Background: an optimization exercise with open tools, aiming at small area, a short achievable clock period and few clock cycles per item. Do not read the settings as production practice. The RTL of this run was laid out without a check of its function.

<file path="design/flow/constraint.sdc">
create_clock -name core_clock -period 13.0 [get_ports {clk}]
set_input_delay 2.6000 -clock core_clock [delete_from_list [all_inputs] [get_ports {clk}]]
set_output_delay 2.6000 -clock core_clock [all_outputs]
set_load 0.01 [all_outputs]
</file>
<file path="design/flow/run.sh">
#!/bin/bash
# synth_recipe.tcl (not shown) runs the flow's synth.tcl, then flattens the netlist and writes it again
# the make line also repeats each setting of config.mk as NAME=value (left out here)
make -C /OpenROAD-flow-scripts/flow DESIGN_CONFIG=/design/flow/config.mk WORK_HOME=/design/flow/orfs CLKGATE_MAP_FILE= SYNTH_SCRIPT=/design/flow/synth_recipe.tcl finish
</file>
<file path="design/flow/config.mk">
export PLATFORM = sky130hd
export DESIGN_NAME = ntt_processer
export DESIGN_NICKNAME = ntt_processer
export VERILOG_FILES = /design/flow/design.v
export SDC_FILE = /design/flow/constraint.sdc
export NUM_CORES = 8
export LEC_CHECK = 0
export CAP_MARGIN = 30
export CORE_MARGIN = 2
export CORE_UTILIZATION = 40
export PLACE_DENSITY = 0.6
export SLEW_MARGIN = 30
</file>
<file path="design/flow/design.v">
module ntt_processer (
    input clk,
    input rst,
    input start,
    input [1:0] mode,  
    input is_add_or_sub,
    input [9:0] ram_r_start_offset_A,
    input [9:0] ram_r_start_offset_B,
    input [9:0] ram_w_start_offset,
    input [95:0] ram_rdata,
    output last_cycle,
    output ram_wen,
    output [9:0] ram_raddr,
    output [9:0] ram_waddr,
    output [95:0] ram_wdata,
    output NTT_finish
);
localparam IDLE = 2'd0, RUN = 2'd1, DONE = 2'd2;
reg [1:0] st;
reg [7:0] cnt;
reg       wen_r, fin_r;
reg [1:0] md;
reg       sub_r;
wire [4:0] offA = ram_r_start_offset_A[9:5];
wire [4:0] offB = ram_r_start_offset_B[9:5];
wire [4:0] offW = ram_w_start_offset[9:5];
wire m_ntt  = (md == 2'd0);
wire m_intt = (md == 2'd1);
wire m_nt   = ~md[1];
wire m_mult = (md == 2'd2);
wire m_as   = (md == 2'd3);
function [4:0] ins;
    input [4:0] p;
    input [2:0] k;
    begin
        case (k)
        3'd1:    ins = {p[4:2], p[0], p[1]};
        3'd2:    ins = {p[4:3], p[0], p[2:1]};
        3'd3:    ins = {p[4], p[0], p[3:1]};
        3'd4:    ins = {p[0], p[4:1]};
        default: ins = p;
        endcase
    end
endfunction
function [2:0] pairbit;
    input       intt;
    input [2:0] pass;
    begin
        if (pass > 3'd4) pairbit = 3'd0;
        else pairbit = intt ? pass : 3'd4 - pass;
    end
endfunction
reg        wen_n, fin_n;
reg  [4:0] wad_n;
always @(posedge clk or posedge rst) begin
    if (rst) begin
        st    <= IDLE;
        cnt   <= 8'd0;
        wen_r <= 1'b0;
        fin_r <= 1'b0;
    end else begin
        case (st)
        IDLE: if (start) begin
            st  <= RUN;
            cnt <= 8'd1;
        end
        RUN: begin
            cnt   <= cnt + 8'd1;
            wen_r <= wen_n;
            if (fin_n) begin
                fin_r <= 1'b1;
                st    <= DONE;
            end
        end
        default: wen_r <= 1'b0;
        endcase
    end
end
always @(posedge clk) begin
    if (st == IDLE) begin
        md    <= mode;
        sub_r <= is_add_or_sub;
    end
end
wire [7:0] wpos  = cnt - 8'd7;
wire [7:0] mpos  = cnt - 8'd14;
wire [7:0] apos  = cnt - 8'd8;
always @(*) begin
    case (md)
    2'd2: begin
        wen_n = (cnt >= 8'd14) && (cnt <= 8'd138) && (cnt[1:0] == 2'd2);
        fin_n = (cnt == 8'd138);
        wad_n = mpos[6:2];
    end
    2'd3: begin
        wen_n = (cnt >= 8'd8) && (cnt <= 8'd70) && !cnt[0];
        fin_n = (cnt == 8'd70);
        wad_n = apos[5:1];
    end
    default: begin
        wen_n = (cnt >= 8'd7) && (cnt <= 8'd230);
        fin_n = (cnt == 8'd230);
        wad_n = ins(wpos[4:0], pairbit(md[0], wpos[7:5]));
    end
    endcase
end
reg [9:0] waddr_r;
always @(posedge clk) waddr_r <= {offW, wad_n};
assign ram_wen    = wen_r;
assign NTT_finish = fin_r;
assign last_cycle = fin_r;
assign ram_waddr  = waddr_r;
wire [2:0] pass = cnt[7:5];
wire [4:0] pos  = cnt[4:0];
wire [4:0] xa   = ins(pos, pairbit(md[0], pass));
wire [7:0] tpos = cnt - 8'd6;
reg [9:0] raddr_r;
reg       ysel_r, f_r;           
reg [5:0] row_r;
reg       sel0_r, sel1_r;
reg [4:0] rb_n, ro_n;
reg [5:0] row_n;
reg       sel0_n, sel1_n;
always @(*) begin
    case (md)
    2'd2: begin
        ro_n = cnt[6:2];
        rb_n = (cnt[1:0] == 2'd0) ? offA : offB;
    end
    2'd3: begin
        ro_n = cnt[5:1];
        rb_n = cnt[0] ? offB : offA;
    end
    default: begin
        ro_n = xa;
        rb_n = (pass == 3'd0) ? offA : offW;
    end
    endcase
    sel0_n = 1'b1;
    sel1_n = 1'b0;
    row_n  = 6'd0;
    if (m_mult) begin
        row_n  = {1'b1, tpos[6:2]};
        sel1_n = tpos[1];
    end else if (m_intt) begin
        case (pass)
        3'd0: row_n = {1'b1, ~xa};
        3'd1: row_n = {2'b01, ~xa[4:1]};
        3'd2: row_n = {3'b001, ~xa[4:2]};
        3'd3: row_n = {4'b0001, ~xa[4:3]};
        3'd4: row_n = {5'b00001, ~xa[4]};
        3'd5: row_n = 6'd1;
        default: begin row_n = 6'd0; sel1_n = 1'b1; end
        endcase
    end else begin
        case (pass)
        3'd0: begin row_n = 6'd0; sel1_n = 1'b1; end
        3'd1: begin row_n = 6'd1; sel0_n = xa[4]; sel1_n = xa[4]; end
        3'd2: begin row_n = {5'd1, xa[4]}; sel0_n = xa[3]; sel1_n = xa[3]; end
        3'd3: begin row_n = {4'd1, xa[4:3]}; sel0_n = xa[2]; sel1_n = xa[2]; end
        3'd4: begin row_n = {3'd1, xa[4:2]}; sel0_n = xa[1]; sel1_n = xa[1]; end
        3'd5: begin row_n = {2'd1, xa[4:1]}; sel0_n = xa[0]; sel1_n = xa[0]; end
        default: begin row_n = {1'b1, xa}; sel0_n = 1'b0; sel1_n = 1'b1; end
        endcase
    end
end
always @(posedge clk) begin
    if (st == IDLE) begin
        raddr_r <= {offA, 5'd0};
        ysel_r  <= 1'b0;
        f_r     <= 1'b0;
        row_r   <= (mode == 2'd1) ? 6'd63 : 6'd0;
        sel0_r  <= 1'b1;
        sel1_r  <= (mode != 2'd1);
    end else begin
        raddr_r <= {rb_n, ro_n};
        ysel_r  <= (pass <= 3'd4) & pos[0];
        f_r     <= pass[0];
        row_r   <= row_n;
        sel0_r  <= sel0_n;
        sel1_r  <= sel1_n;
    end
end
assign ram_raddr = raddr_r;
wire [23:0] rom_q;
twiddle_rom ROM (.row(row_r), .dout(rom_q));
wire [11:0] tw0 = sel0_r ? rom_q[23:12] : rom_q[11:0];
wire [11:0] tw1 = sel1_r ? rom_q[23:12] : rom_q[11:0];
wire [95:0] rd = ram_rdata;
reg  [95:0] RA;
reg  [71:0] RB;
wire ld_a  = m_mult ? (cnt[1:0] == 2'd1) : cnt[0];
wire bsel  = m_mult ? (cnt[1:0] == 2'd2) : !cnt[0];
always @(posedge clk) begin
    if (ld_a) RA <= rd;
    else if (m_mult) RA <= {24'd0, RA[95:24]};
    else RA <= {48'd0, RA[95:48]};
    if (m_mult) RB <= bsel ? rd[95:24] : {24'd0, RB[71:24]};
    else if (bsel) RB <= {24'd0, rd[95:48]};
end
reg [47:0] a_r, b_r;
reg [11:0] tw_r0, tw_r1;
reg        ysel0, f0;
always @(posedge clk) begin
    if (m_nt) begin
        a_r[11:0]  <= rd[11:0];
        b_r[11:0]  <= f_r ? rd[59:48] : rd[35:24];
        a_r[23:12] <= rd[23:12];
        b_r[23:12] <= f_r ? rd[71:60] : rd[47:36];
        a_r[35:24] <= f_r ? rd[35:24] : rd[59:48];
        b_r[35:24] <= rd[83:72];
        a_r[47:36] <= f_r ? rd[47:36] : rd[71:60];
        b_r[47:36] <= rd[95:84];
    end else begin
        a_r <= RA[47:0];
        b_r <= bsel ? rd[47:0] : RB[47:0];
    end
    tw_r0 <= m_as ? 12'd1 : tw0;
    tw_r1 <= m_as ? 12'd1 : tw1;
    ysel0 <= ysel_r;
    f0    <= f_r;
end
wire [47:0] sum_w, dif_w, r_w, u4_w;
reg  [47:0] x1, y1, u1, u2, u3, u4;
reg  [71:0] pl, ph;
reg  [59:0] s3;
reg  [47:0] r4;
genvar k;
generate
for (k = 0; k < 4; k = k + 1) begin : U
    wire [11:0] ak = a_r[12*k +: 12];
    wire [11:0] bk = b_r[12*k +: 12];
    wire [11:0] twk = (k < 2) ? tw_r0 : tw_r1;
    wire        pre = m_intt | (m_mult & (k < 2));
    wire [11:0] blk_a = !pre ? u4[12*k +: 12] : (m_mult && k == 1) ? a_r[11:0]  : bk;
    wire [11:0] blk_b = !pre ? r4[12*k +: 12] : (m_mult && k == 0) ? b_r[23:12] : ak;
    wire [11:0] bsum, bdif;
    modblk B (.a(blk_a), .b(blk_b), .half(m_intt), .sum(bsum), .dif(bdif));
    assign sum_w[12*k +: 12] = bsum;
    assign dif_w[12*k +: 12] = bdif;
    always @(posedge clk) begin
        if (m_mult) begin
            if (k == 0) begin x1[11:0] <= ak; y1[11:0] <= bk; end
            if (k == 1) begin x1[23:12] <= ak; y1[23:12] <= bk; end
            if (k == 2) begin x1[35:24] <= sum_w[23:12]; y1[35:24] <= sum_w[11:0]; end
            if (k == 3) begin x1[47:36] <= r4[23:12]; y1[47:36] <= tw1; u1[47:36] <= r4[11:0]; end
        end else begin
            x1[12*k +: 12] <= m_intt ? bdif : bk;
            y1[12*k +: 12] <= twk;
            u1[12*k +: 12] <= m_intt ? bsum : ak;
        end
    end
    always @(posedge clk) begin
        pl[18*k +: 18] <= x1[12*k +: 12] * y1[12*k +: 6];
        ph[18*k +: 18] <= x1[12*k +: 12] * y1[12*k+6 +: 6];
        u2[12*k +: 12] <= u1[12*k +: 12];
    end
    wire [14:0] sa;
    reduce_a RA_ (.pl(pl[18*k +: 18]), .ph(ph[18*k +: 18]), .s(sa));
    always @(posedge clk) begin
        s3[15*k +: 15] <= sa;
        u3[12*k +: 12] <= u2[12*k +: 12];
    end
    wire [11:0] rb;
    reduce_b RB_ (.s(s3[15*k +: 15]), .r(rb));
    always @(posedge clk) begin
        r4[12*k +: 12] <= rb;
        u4[12*k +: 12] <= u3[12*k +: 12];
    end
end
endgenerate
wire [47:0] Uo = m_intt ? u4 : sum_w;
wire [47:0] To = m_intt ? r4 : dif_w;
reg ysel1, ysel2, ysel3, ysel4, f1, f2, f3, f4;
always @(posedge clk) begin
    ysel1 <= ysel0; ysel2 <= ysel1; ysel3 <= ysel2; ysel4 <= ysel3;
    f1 <= f0; f2 <= f1; f3 <= f2; f4 <= f3;
end
wire [11:0] c1;
modsub3 KS (.r3(r4[35:24]), .r1(r4[11:0]), .r2(r4[23:12]), .c(c1));
wire [11:0] c0 = cnt[0] ? sum_w[47:36] : dif_w[47:36];
reg [47:0] HU, HT;
reg        hf;
reg [95:0] WD;
function [95:0] place;
    input        f;
    input [47:0] F0;
    input [47:0] F1;
    begin
        if (f) place = {F1, F0};
        else   place = {F1[47:24], F0[47:24], F1[23:0], F0[23:0]};
    end
endfunction
always @(posedge clk) begin
    if (m_mult) begin
        HU <= {HU[35:0], c1};
        WD <= {HU[47:36], c0, WD[95:24]};
    end else if (m_as) begin
        WD <= {(sub_r ? To : Uo), WD[95:48]};
    end else if (ysel4) begin
        HU <= HT;
        HT <= To;
        WD <= place(hf, HU, Uo);
    end else begin
        HU <= Uo;
        HT <= To;
        hf <= f4;
        WD <= place(hf, HU, HT);
    end
end
assign ram_wdata = WD;
endmodule
module modblk (
    input  [11:0] a,
    input  [11:0] b,
    input         half,
    output [11:0] sum,
    output [11:0] dif
);
wire [11:0] ah = half ? {1'b0, a[11:1]} : a;
wire [11:0] bh = half ? {1'b0, b[11:1]} : b;
wire a1 = half & a[0];
wire b1 = half & b[0];
wire [12:0] cs = (a1 & b1) ? 13'd3330 : (a1 | b1) ? 13'd1665 : 13'd0;
wire [13:0] s0 = {2'b0, ah} + {2'b0, bh} + {1'b0, cs};
wire [13:0] s1 = s0 - 14'd3329;
assign sum = s1[13] ? s0[11:0] : s1[11:0];
wire [13:0] cd = (a1 & ~b1) ? 14'd1665 : (~a1 & b1) ? -14'd1665 : 14'd0;
wire [13:0] d0 = {2'b0, ah} - {2'b0, bh} + cd;
wire [13:0] d1 = d0 + 14'd3329;
assign dif = d0[13] ? d1[11:0] : d0[11:0];
endmodule
module modsub3 (
    input  [11:0] r3,
    input  [11:0] r1,
    input  [11:0] r2,
    output [11:0] c
);
wire [13:0] z  = {2'b0, r3} - {2'b0, r1} - {2'b0, r2};
wire [13:0] z1 = z + 14'd3329;
wire [13:0] z2 = z + 14'd6658;
assign c = !z[13] ? z[11:0] : (!z1[13] ? z1[11:0] : z2[11:0]);
endmodule
module reduce_a (input [17:0] pl, input [17:0] ph, output [14:0] s);
function [11:0] t6;
    input [5:0] x;
    begin
        case (x)
        6'd0: t6 = 12'd0;
        6'd1: t6 = 12'd767;
        6'd2: t6 = 12'd1534;
        6'd3: t6 = 12'd2301;
        6'd4: t6 = 12'd3068;
        6'd5: t6 = 12'd506;
        6'd6: t6 = 12'd1273;
        6'd7: t6 = 12'd2040;
        6'd8: t6 = 12'd2807;
        6'd9: t6 = 12'd245;
        6'd10: t6 = 12'd1012;
        6'd11: t6 = 12'd1779;
        6'd12: t6 = 12'd2546;
        6'd13: t6 = 12'd3313;
        6'd14: t6 = 12'd751;
        6'd15: t6 = 12'd1518;
        6'd16: t6 = 12'd2285;
        6'd17: t6 = 12'd3052;
        6'd18: t6 = 12'd490;
        6'd19: t6 = 12'd1257;
        6'd20: t6 = 12'd2024;
        6'd21: t6 = 12'd2791;
        6'd22: t6 = 12'd229;
        6'd23: t6 = 12'd996;
        6'd24: t6 = 12'd1763;
        6'd25: t6 = 12'd2530;
        6'd26: t6 = 12'd3297;
        6'd27: t6 = 12'd735;
        6'd28: t6 = 12'd1502;
        6'd29: t6 = 12'd2269;
        6'd30: t6 = 12'd3036;
        6'd31: t6 = 12'd474;
        6'd32: t6 = 12'd1241;
        6'd33: t6 = 12'd2008;
        6'd34: t6 = 12'd2775;
        6'd35: t6 = 12'd213;
        6'd36: t6 = 12'd980;
        6'd37: t6 = 12'd1747;
        6'd38: t6 = 12'd2514;
        6'd39: t6 = 12'd3281;
        6'd40: t6 = 12'd719;
        6'd41: t6 = 12'd1486;
        6'd42: t6 = 12'd2253;
        6'd43: t6 = 12'd3020;
        6'd44: t6 = 12'd458;
        6'd45: t6 = 12'd1225;
        6'd46: t6 = 12'd1992;
        6'd47: t6 = 12'd2759;
        6'd48: t6 = 12'd197;
        6'd49: t6 = 12'd964;
        6'd50: t6 = 12'd1731;
        6'd51: t6 = 12'd2498;
        default: t6 = 12'd0;
        endcase
    end
endfunction
function [11:0] t12;
    input [3:0] x;
    begin
        case (x)
        4'd0: t12 = 12'd0;
        4'd1: t12 = 12'd767;
        4'd2: t12 = 12'd1534;
        4'd3: t12 = 12'd2301;
        4'd4: t12 = 12'd3068;
        4'd5: t12 = 12'd506;
        4'd6: t12 = 12'd1273;
        4'd7: t12 = 12'd2040;
        4'd8: t12 = 12'd2807;
        4'd9: t12 = 12'd245;
        4'd10: t12 = 12'd1012;
        4'd11: t12 = 12'd1779;
        4'd12: t12 = 12'd2546;
        4'd13: t12 = 12'd3313;
        4'd14: t12 = 12'd751;
        4'd15: t12 = 12'd1518;
        default: t12 = 12'd0;
        endcase
    end
endfunction
function [11:0] t16;
    input [3:0] x;
    begin
        case (x)
        4'd0: t16 = 12'd0;
        4'd1: t16 = 12'd2285;
        4'd2: t16 = 12'd1241;
        4'd3: t16 = 12'd197;
        4'd4: t16 = 12'd2482;
        4'd5: t16 = 12'd1438;
        4'd6: t16 = 12'd394;
        4'd7: t16 = 12'd2679;
        4'd8: t16 = 12'd1635;
        4'd9: t16 = 12'd591;
        4'd10: t16 = 12'd2876;
        4'd11: t16 = 12'd1832;
        4'd12: t16 = 12'd788;
        4'd13: t16 = 12'd3073;
        4'd14: t16 = 12'd2029;
        4'd15: t16 = 12'd985;
        default: t16 = 12'd0;
        endcase
    end
endfunction
function [11:0] t20;
    input [3:0] x;
    begin
        case (x)
        4'd0: t20 = 12'd0;
        4'd1: t20 = 12'd3270;
        4'd2: t20 = 12'd3211;
        4'd3: t20 = 12'd3152;
        4'd4: t20 = 12'd3093;
        4'd5: t20 = 12'd3034;
        4'd6: t20 = 12'd2975;
        4'd7: t20 = 12'd2916;
        4'd8: t20 = 12'd2857;
        4'd9: t20 = 12'd2798;
        4'd10: t20 = 12'd2739;
        default: t20 = 12'd0;
        endcase
    end
endfunction
assign s = {3'd0, pl[11:0]} + {3'd0, ph[5:0], 6'd0} + {3'd0, t6(pl[17:12])} + {3'd0, t12(ph[9:6])} + {3'd0, t16(ph[13:10])} + {3'd0, t20(ph[17:14])};
endmodule
module reduce_b (input [14:0] s, output [11:0] r);
function [11:0] t3;
    input [2:0] x;
    begin
        case (x)
        3'd0: t3 = 12'd0;
        3'd1: t3 = 12'd767;
        3'd2: t3 = 12'd1534;
        3'd3: t3 = 12'd2301;
        3'd4: t3 = 12'd3068;
        3'd5: t3 = 12'd506;
        default: t3 = 12'd0;
        endcase
    end
endfunction
wire [12:0] v = {1'b0, s[11:0]} + {1'b0, t3(s[14:12])};
wire [13:0] v1 = {1'b0, v} - 14'd3329;
wire [13:0] v2 = {1'b0, v} - 14'd6658;
assign r = !v2[13] ? v2[11:0] : (!v1[13] ? v1[11:0] : v[11:0]);
endmodule
module twiddle_rom (input [5:0] row, output reg [23:0] dout);
always @(*) begin
    case (row)
    6'd0: dout = {12'd1729, 12'd1};
    6'd1: dout = {12'd3289, 12'd2580};
    6'd2: dout = {12'd630, 12'd2642};
    6'd3: dout = {12'd848, 12'd1897};
    6'd4: dout = {12'd1919, 12'd1062};
    6'd5: dout = {12'd797, 12'd193};
    6'd6: dout = {12'd3260, 12'd2786};
    6'd7: dout = {12'd1746, 12'd569};
    6'd8: dout = {12'd2447, 12'd296};
    6'd9: dout = {12'd1476, 12'd1339};
    6'd10: dout = {12'd56, 12'd3046};
    6'd11: dout = {12'd1333, 12'd2240};
    6'd12: dout = {12'd2094, 12'd1426};
    6'd13: dout = {12'd2882, 12'd535};
    6'd14: dout = {12'd2879, 12'd2393};
    6'd15: dout = {12'd821, 12'd1974};
    6'd16: dout = {12'd331, 12'd289};
    6'd17: dout = {12'd1756, 12'd3253};
    6'd18: dout = {12'd2304, 12'd1197};
    6'd19: dout = {12'd2055, 12'd2277};
    6'd20: dout = {12'd1977, 12'd650};
    6'd21: dout = {12'd632, 12'd2513};
    6'd22: dout = {12'd33, 12'd2865};
    6'd23: dout = {12'd1915, 12'd1320};
    6'd24: dout = {12'd1435, 12'd2319};
    6'd25: dout = {12'd452, 12'd807};
    6'd26: dout = {12'd2868, 12'd1438};
    6'd27: dout = {12'd2402, 12'd1534};
    6'd28: dout = {12'd2617, 12'd2647};
    6'd29: dout = {12'd648, 12'd1481};
    6'd30: dout = {12'd3110, 12'd2474};
    6'd31: dout = {12'd910, 12'd1227};
    6'd32: dout = {12'd2761, 12'd17};
    6'd33: dout = {12'd2649, 12'd583};
    6'd34: dout = {12'd723, 12'd1637};
    6'd35: dout = {12'd1100, 12'd2288};
    6'd36: dout = {12'd2662, 12'd1409};
    6'd37: dout = {12'd233, 12'd3281};
    6'd38: dout = {12'd2156, 12'd756};
    6'd39: dout = {12'd3050, 12'd3015};
    6'd40: dout = {12'd1651, 12'd1703};
    6'd41: dout = {12'd1789, 12'd2789};
    6'd42: dout = {12'd952, 12'd1847};
    6'd43: dout = {12'd2687, 12'd1461};
    6'd44: dout = {12'd2308, 12'd939};
    6'd45: dout = {12'd2388, 12'd2437};
    6'd46: dout = {12'd2337, 12'd733};
    6'd47: dout = {12'd641, 12'd268};
    6'd48: dout = {12'd2298, 12'd1584};
    6'd49: dout = {12'd3220, 12'd2037};
    6'd50: dout = {12'd2549, 12'd375};
    6'd51: dout = {12'd1645, 12'd2090};
    6'd52: dout = {12'd319, 12'd1063};
    6'd53: dout = {12'd757, 12'd2773};
    6'd54: dout = {12'd561, 12'd2099};
    6'd55: dout = {12'd2594, 12'd2466};
    6'd56: dout = {12'd1092, 12'd2804};
    6'd57: dout = {12'd1026, 12'd403};
    6'd58: dout = {12'd2150, 12'd1143};
    6'd59: dout = {12'd886, 12'd2775};
    6'd60: dout = {12'd1212, 12'd1722};
    6'd61: dout = {12'd1029, 12'd1874};
    6'd62: dout = {12'd2935, 12'd2110};
    6'd63: dout = {12'd2154, 12'd885};
    default: dout = 24'd0;
    endcase
end
endmodule
</file>
==> flow_metrics.env <==
export IMPL_detail_route_first_pass_iterations=8
export IMPL_cts_sink_count=1198
export IMPL_setup_worst_path_end_class="register"
export IMPL_clock_skew_ns=0.0463
export IMPL_fin_crit_ns=9.01
export IMPL_areaGrowthSynthToFinish_pct=11.5
export IMPL_worstSetupStartpoint="md[0]$_DFFE_PP_"
export IMPL_path_class="reg -> reg"
export IMPL_report_final_slew_viol_count=0
export IMPL_totalNegativeSetupSlack_ns=0
export IMPL_grt_use_met3_pct=4.93
export IMPL_detailedPlacementHpwl_um=247000
export IMPL_first_global_vias=73400
export IMPL_floorplan_die_height_um=479
export IMPL_core_sq_mm=0.224
export IMPL_routed_via_count=76300
export IMPL_met2_usage_pct=42.2
export IMPL_drt_wl_total_um=320000
export IMPL_yosys_warnings=4
export IMPL_routed_via_density=5.70
export IMPL_critical_path_data_required_time_ns=13.62
export IMPL_hold_path_startpoint="u3[17]$_DFF_P_"
export IMPL_port_buffers=235
export IMPL_worst_slew_pin_transition_ns=1.09
export IMPL_cts_buffers_inserted=139
export IMPL_cts_setup_buffers=0
export IMPL_cts_max_level=4
export IMPL_global_route_wire_length_before_repair_um=474000
export IMPL_rsz_0062_raised_after_global_routing="no"
export IMPL_final_hold_worst_slack_ns=0.318
export IMPL_worstReg2RegStart="md[0]$_DFFE_PP_"
export IMPL_cts_resized=0
export IMPL_synth_async_reset_ratio_pct=1.00
export IMPL_post_synth_num_cell_types=116
export IMPL_post_route_cells_drive_above_1_share_pct=6.56
export IMPL_crit_fanout=126
export IMPL_layout_filler_cells=21600
export IMPL_cts_tree="yes"
export IMPL_clk_pin_slew_worst_paths_ns=0.07
export IMPL_synth_area_sq_mm=0.0902
export IMPL_grt_use_met1_pct=35.7
export IMPL_synth_edff_count=208
export IMPL_finalNetCount=11600
export IMPL_clkLatencyLatePin_ns=0.84
export IMPL_drc=0
export IMPL_synth_net_count=11700
export IMPL_start_util_pct=40.2
export IMPL_floorplan_io_pins=251
export IMPL_busiest_layer="met2"
export IMPL_global_route_overflow_total=0
export IMPL_avgSynthCellArea_sq_um=8.78
export IMPL_max_clock_freq_mhz=111
export IMPL_die_x_um=479
export IMPL_cts_root_to_sink_buffers=3
export IMPL_final_hold_viol_count=0
export IMPL_ys_seq_area_share_pct=29.0
export IMPL_timing_reg2reg_worst_path_depth=27
export IMPL_synth_ff_latch_count=1198
export IMPL_gpl_final_weighted_congestion=1.02
export IMPL_final_routed_wire_length_divided_by_cell_count_um=23.9
export IMPL_finalCoreUtilization_pct=44.8
export IMPL_netlist_instances=10300
export IMPL_yosys_most_used_dff="sky130_fd_sc_hd__dfxtp_1"
export IMPL_rows=174
export IMPL_dieArea_sq_mm=0.229
export IMPL_worst_hold_path_type="reg -> reg"
export IMPL_grt_max_degree=127
export IMPL_status="timing/DRC/antenna clean"
export IMPL_timing_slew_headroom_pct=26.8
export IMPL_worstHoldPathCells=0
export IMPL_setup_viol_count_final=0
export IMPL_dr_first_iter_drc_count=7681
export IMPL_track_usage_pct=27.3
export IMPL_antenna_violating_nets_post_route=0
export IMPL_cts_hold_repair_buffers=0
export IMPL_post_route_period_util_pct=69.3
export IMPL_drv_cap=0
export IMPL_timing_critical_path_from_type="register"
export IMPL_worstPathArrival_ns=9.62
export IMPL_grt_antenna_before_repair=36
export IMPL_clock_root_buffer="sky130_fd_sc_hd__clkbuf_16"
[final cells by class]
cell class              instances  area (sq um)  area share [%]
inverters                     861          3240            3.22
flip-flops and latches       1198         26100            26.0
clock buffers                 194          4080            4.05
well taps                    2992          3740            3.72
repair buffers                334          3170            3.15
clock inverters                64           917           0.912
diodes                         32          80.1          0.0796
multi-input cells            7694         59200            58.9
[logic make-up (layout without fill, tap and decap cells)]
| logic type | Yosys count | count (layout) | share of synthesized area [%] |
|---|---|---|---|
| adder cells (fa/ha/maj) | 1256 | 1256 | 21.6 |
| flip-flops | 1198 | 1198 | 29.0 |
| XOR/XNOR | 520 | 520 | 5.10 |
| multiplexers | 567 | 567 | 6.80 |
| other | 0 | 32 | 0 |
| AO/OA/AOI/OAI | 2464 | 2464 | 17.4 |
| AND/OR/NAND/NOR | 2887 | 2887 | 14.4 |
| buffers and inverters | 1380 | 1453 | 5.77 |
[critical path, cell delays in order, from the launching register on]
cell                       delay, ns
sky130_fd_sc_hd__edfxtp_1       0.37
sky130_fd_sc_hd__buf_4          0.27
sky130_fd_sc_hd__inv_1          0.20
sky130_fd_sc_hd__ha_4           0.40
sky130_fd_sc_hd__buf_4          0.54
sky130_fd_sc_hd__buf_12         0.47
sky130_fd_sc_hd__nand2_1        0.15
sky130_fd_sc_hd__a21oi_1        0.41
sky130_fd_sc_hd__a21oi_1        0.12
sky130_fd_sc_hd__mux2i_1        0.34
sky130_fd_sc_hd__ha_1           0.38
sky130_fd_sc_hd__inv_1          0.19
sky130_fd_sc_hd__nor2_1         0.07
sky130_fd_sc_hd__nor2_1         0.15
sky130_fd_sc_hd__xnor2_1        0.10
sky130_fd_sc_hd__ha_1           0.42
sky130_fd_sc_hd__and4b_1        0.26
sky130_fd_sc_hd__a311o_1        0.26
sky130_fd_sc_hd__a211o_2        0.36
sky130_fd_sc_hd__a41oi_1        0.24
sky130_fd_sc_hd__xor2_1         0.31
sky130_fd_sc_hd__nand3b_1       0.15
sky130_fd_sc_hd__o311a_4        0.18
sky130_fd_sc_hd__a21oi_1        0.67
sky130_fd_sc_hd__nor3_1         0.12
sky130_fd_sc_hd__xor2_1         0.66
sky130_fd_sc_hd__nand2_1        0.10
sky130_fd_sc_hd__a31oi_1        0.83
[placed cells by master (no fill, tap or decap), types with 135 or more instances in the layout]
cell,n
sky130_fd_sc_hd__clkdlybuf4s50_1,235
sky130_fd_sc_hd__clkbuf_16,149
sky130_fd_sc_hd__ha_1,753
sky130_fd_sc_hd__xnor2_1,353
sky130_fd_sc_hd__nand2_1,1219
sky130_fd_sc_hd__o21ai_0,569
sky130_fd_sc_hd__fa_1,498
sky130_fd_sc_hd__dfxtp_1,976
sky130_fd_sc_hd__xor2_1,147
sky130_fd_sc_hd__nor3_1,135
sky130_fd_sc_hd__and2_1,251
sky130_fd_sc_hd__edfxtp_1,208
sky130_fd_sc_hd__mux2_2,181
sky130_fd_sc_hd__nor2_1,736
sky130_fd_sc_hd__mux2i_1,367
sky130_fd_sc_hd__a21oi_1,720
sky130_fd_sc_hd__inv_1,852
[layer usage]
layer	up-vias	wire length [um]
li1	35300	-
met1	37200	134000
met2	3118	140000
met3	681	23800
met4	18	21900
met5	-	117
[stage by stage]
stage,instance area (sq um),instances,worst slack (ns)
after floorplan,90200,10300,5.00
after global placement,95300,13100,4.45
after detailed placement,95400,13100,4.31
after CTS,100000,13300,4.28
after global routing,101000,13400,3.60
final,101000,13400,3.99
[flip-flops by register name, summed over array words and instances, names as in the netlist, 44 cells and up]
register                                               flops
u3                                                        48
r4                                                        48
U.RA_.t6$func$/design/flow/design.v:472$5702.$result      44
U.RA_.t16$func$/design/flow/design.v:472$5704.$result     48
s3                                                        60
u2                                                        48
RA                                                        96
U.RA_.t20$func$/design/flow/design.v:472$5705.$result     44
a_r                                                       48
HT                                                        48
u1                                                        48
WD                                                        96
y1                                                        48
RB                                                        72
x1                                                        48
pl                                                        48
u4                                                        48
b_r                                                       48
HU                                                        48
[worst paths after layout]
kind / endpoint / slack [ns]
hold / removal: u4[17]$_DFF_P_ / 0.32
min in group asynchronous: wen_r$_DFFE_PP0N_ / 2.23
hold reg to reg: u4[17]$_DFF_P_ / 0.32
max in group asynchronous: cnt[5]$_DFFE_PP0P_ / 10.44
setup / recovery: WD[41]$_DFF_P_ / 3.99
setup reg to reg: WD[41]$_DFF_P_ / 3.99
[synthesized netlist by cell type (35+ instances only)]
cell | n | share of area (%)
sky130_fd_sc_hd__o211ai_1 | 84 | 0.70
sky130_fd_sc_hd__mux2_2 | 181 | 2.3
sky130_fd_sc_hd__ha_1 | 758 | 11
sky130_fd_sc_hd__a31oi_1 | 113 | 0.78
sky130_fd_sc_hd__edfxtp_1 | 208 | 6.9
sky130_fd_sc_hd__and3_1 | 76 | 0.53
sky130_fd_sc_hd__xnor2_1 | 363 | 3.5
sky130_fd_sc_hd__dfxtp_1 | 978 | 22
sky130_fd_sc_hd__nor2_1 | 745 | 3.1
sky130_fd_sc_hd__a21boi_0 | 40 | 0.33
sky130_fd_sc_hd__nor2b_1 | 78 | 0.54
sky130_fd_sc_hd__a211oi_1 | 112 | 0.93
sky130_fd_sc_hd__o21bai_1 | 117 | 0.97
sky130_fd_sc_hd__or3_1 | 38 | 0.26
sky130_fd_sc_hd__buf_1 | 79 | 0.33
sky130_fd_sc_hd__a21o_1 | 110 | 0.92
sky130_fd_sc_hd__a22oi_1 | 38 | 0.32
sky130_fd_sc_hd__mux2i_1 | 367 | 4.1
sky130_fd_sc_hd__o21a_1 | 50 | 0.42
sky130_fd_sc_hd__o22ai_1 | 75 | 0.52
sky130_fd_sc_hd__inv_1 | 857 | 3.6
sky130_fd_sc_hd__o31ai_1 | 37 | 0.31
sky130_fd_sc_hd__nand3_1 | 120 | 0.67
sky130_fd_sc_hd__nand2_1 | 1220 | 5.1
sky130_fd_sc_hd__o21ai_0 | 571 | 3.2
sky130_fd_sc_hd__clkbuf_1 | 425 | 1.8
sky130_fd_sc_hd__or2_2 | 38 | 0.26
sky130_fd_sc_hd__xor2_1 | 151 | 1.5
sky130_fd_sc_hd__o221ai_1 | 35 | 0.34
sky130_fd_sc_hd__a21oi_1 | 721 | 4.0
sky130_fd_sc_hd__nor3_1 | 136 | 0.75
sky130_fd_sc_hd__fa_1 | 498 | 11
sky130_fd_sc_hd__and2_1 | 251 | 1.7
sky130_fd_sc_hd__nand2b_1 | 73 | 0.51

## afterwards: timing with drivers on the ports
In the flow no input, the clock included, has a driving cell. The finished layout below was timed again as built, in two steps. Step 1 sets driving cells, clkbuf_16 on the clock port and buf_2 on the other inputs (assumed; they add their load-dependent delay and slew). Step 2 times the ports against the registers' clock, not the clock port: input delays grow and output delays shrink by t, the midpoint of the rising clock arrivals with the driver on. Slacks: ideal / step 1 / step 2; pairs: ideal / step 1.
shift t [ns]: 0.911
slack for setup (ns): 3.991 / 3.991 / 3.991
slew at the worst register clock pin (ns): 0.08 / 0.08
worst slew at a driven data input, ns: 0.11
pins driven straight from the clock port: 1
After both steps this run still meets setup and hold. For this run, drivers alone change the setup slack by 0.000 ns; drivers and shift together by 0.000 ns.
